What follows belongs to an exercise in optimizing a design on an open flow for small area and a short achievable clock period; a production flow would make more cautious choices.
The RTL was checked by simulation tests, not by an equivalence proof against the original design.
Power figures rest on the tool's default switching activity, not on a simulated workload.

run 1:
// fp32_mul
module fp32_mul (
    input wire          clk         ,
    input wire          rst_n       ,
    input wire [31:0]   a           ,        
    input wire [31:0]   b           ,        
    input wire          in_valid    ,        
    output reg          out_valid   ,        
    output reg [31:0]   result               
);
    wire [7:0]  ea = a[30:23];
    wire [7:0]  eb = b[30:23];
    wire [22:0] fa = a[22:0];
    wire [22:0] fb = b[22:0];
    wire a_e0 = (ea == 8'h00);
    wire b_e0 = (eb == 8'h00);
    wire a_e1 = (ea == 8'hff);
    wire b_e1 = (eb == 8'hff);
    wire a_f0 = (fa == 23'h0);
    wire b_f0 = (fb == 23'h0);
    wire a_zero = a_e0 & a_f0;
    wire b_zero = b_e0 & b_f0;
    wire a_inf  = a_e1 & a_f0;
    wire b_inf  = b_e1 & b_f0;
    wire a_nan  = a_e1 & ~a_f0;
    wire b_nan  = b_e1 & ~b_f0;
    wire c_nan  = a_nan | b_nan | (a_inf & b_zero) | (b_inf & a_zero);
    wire c_inf  = a_inf | b_inf;
    wire c_zero = a_zero | b_zero | (a_e0 & b_e0);
    wire [23:0] ma = {~a_e0, fa};
    wire [23:0] mb = {~b_e0, fb};
    wire [5:0]  qsa, qsb;
    wire [3:0]  rsa, rsb;
    wire [23:0] ca, cb;
    wire [22:0] asf, bsf;
    assign qsa[0] = ~a_e0 | ((|ma[22:20]));
    assign qsa[1] = a_e0 & (|ma[19:16]) & ~(|ma[22:20]);
    assign qsa[2] = a_e0 & (|ma[15:12]) & ~(|ma[22:20]) & ~(|ma[19:16]);
    assign qsa[3] = a_e0 & (|ma[11:8]) & ~(|ma[22:20]) & ~(|ma[19:16]) & ~(|ma[15:12]);
    assign qsa[4] = a_e0 & (|ma[7:4]) & ~(|ma[22:20]) & ~(|ma[19:16]) & ~(|ma[15:12]) & ~(|ma[11:8]);
    assign qsa[5] = a_e0 & (|ma[3:0]) & ~(|ma[22:20]) & ~(|ma[19:16]) & ~(|ma[15:12]) & ~(|ma[11:8]) & ~(|ma[7:4]);
    assign ca[0] = (qsa[0] & ma[0]);
    assign ca[1] = (qsa[0] & ma[1]);
    assign ca[2] = (qsa[0] & ma[2]);
    assign ca[3] = (qsa[0] & ma[3]);
  ...
clock: 10.0 ns
lec_check: 0
abc_area: 1
cap_margin: 20
core_margin: 2
core_utilization: 40
setup_slack_margin: 5
slew_margin: 20
synth_hierarchical: 1
synth_minimum_keep_size: 0
standard.sh (not shown) runs the stock make flow with config.mk's settings and CLKGATE_MAP_FILE= SYNTH_SCRIPT=/design/flow/synth_recipe.tcl, a recipe that flattens the netlist after the stock synthesis.
==> flow/flow/run.sh <==
#!/bin/bash
# The standard layout (standard.sh) with two changes: the ports are buffered
# by buf_2 cells instead of the default delay buffers, and the setup repair
# aims for a slack of 6.5 ns. Synthesis is unchanged.
set -euo pipefail
sed "s/SETUP_SLACK_MARGIN=[0-9.]*/SETUP_SLACK_MARGIN=6.5/" standard.sh > standard_margin.sh
bash standard_margin.sh BUFFER_PORTS_ARGS="-buffer_cell sky130_fd_sc_hd__buf_2" finish > flow_make.log 2>&1
Setup changes, run 1 to run 2
- putting GPL_ROUTABILITY_DRIVEN at 0 where nothing was set
--- a/flow/flow/run.sh
+++ b/flow/flow/run.sh
@@ -4 +4 @@
-# aims for a slack of 6.5 ns. Synthesis is unchanged.
+# aims for a slack of 6 ns. Synthesis is unchanged.
@@ -6 +6 @@
-sed "s/SETUP_SLACK_MARGIN=[0-9.]*/SETUP_SLACK_MARGIN=6.5/" standard.sh > standard_margin.sh
+sed "s/SETUP_SLACK_MARGIN=[0-9.]*/SETUP_SLACK_MARGIN=6/" standard.sh > standard_margin.sh
Notes after the runs:
- Going from run 1 to run 2, total power after layout decreased about 9%, layout overhead on the synthesized area went down, post-layout instance area went down.
Relative to run 2, the following input files were edited for run 3:
- GPL_ROUTABILITY_DRIVEN no longer set, was 0
- CORE_UTILIZATION now 60, was 40
==> summary.txt <==
- Looking at the reports, run 3 completed the entire flow and the layout it produced met the timing, design-rule and antenna checks.
- Run 3 ended up with s2_hb[13]$_DFF_P_ as its end point of the critical path; run 2 ended up with s2_hb[27]$_DFF_P_.
- Top layer used by detailed routing = met5: run 3; top layer used by detailed routing = met4: run 2
- [compare] base=run 2 new=run 3: clock power rose 7.2%, clock power share rose 0.5 points.
- Internal cell power across run 3 and run 2: no real change.
- Number of antenna violations at the first check in global routing in run 3 vs run 2: up 3
- Run 3 and run 2 ended up with roughly the same count of multi-input combinational gates.
- In run 3, portion of total power attributed to combinational logic is lower than in run 2.
- Setup slack ends up lower on run 3.
- Delta(post-route minimum period, run 3 - run 2) > 0
- Run 3 against run 2; number of cells after detailed placement is down by a little under 10%.
- Cmp run 3 and run 2 / filler-free cell count of the finished design / higher: run 2
- Total power of run 3 is higher than that of run 2.

## re-timing with driven ports
In the flow no input, the clock included, has a driving cell. The finished layouts below were timed again as built, in two steps.
Step 1 assumes that a clkbuf_16 drives the clock port and a buf_2 every other input.
Step 2 moves the port delays by t, midway between the first and last clock arrival at a register: inputs arrive t later, outputs are due t later. That takes back most of the time a late clock gives input paths.
Slacks: no drivers / after step 1 / after step 2; pairs: no drivers / after step 1.
run	t, ns	setup WS [ns]	hold WS [ns]	worst setup path after step 2
run 1	0.541	5.995 / 5.995 / 5.783	0.333 / 0.333 / 0.333	input to register
run 2	0.556	5.957 / 5.957 / 5.490	0.324 / 0.324 / 0.324	input to register
run 3	0.530	5.921 / 5.920 / 5.602	0.336 / 0.336 / 0.336	input to register
After both steps setup and hold are still met in every run listed. The setup slack of run 2, which loses most, moves by 0.000 ns with the drivers and by -0.467 ns with both steps.
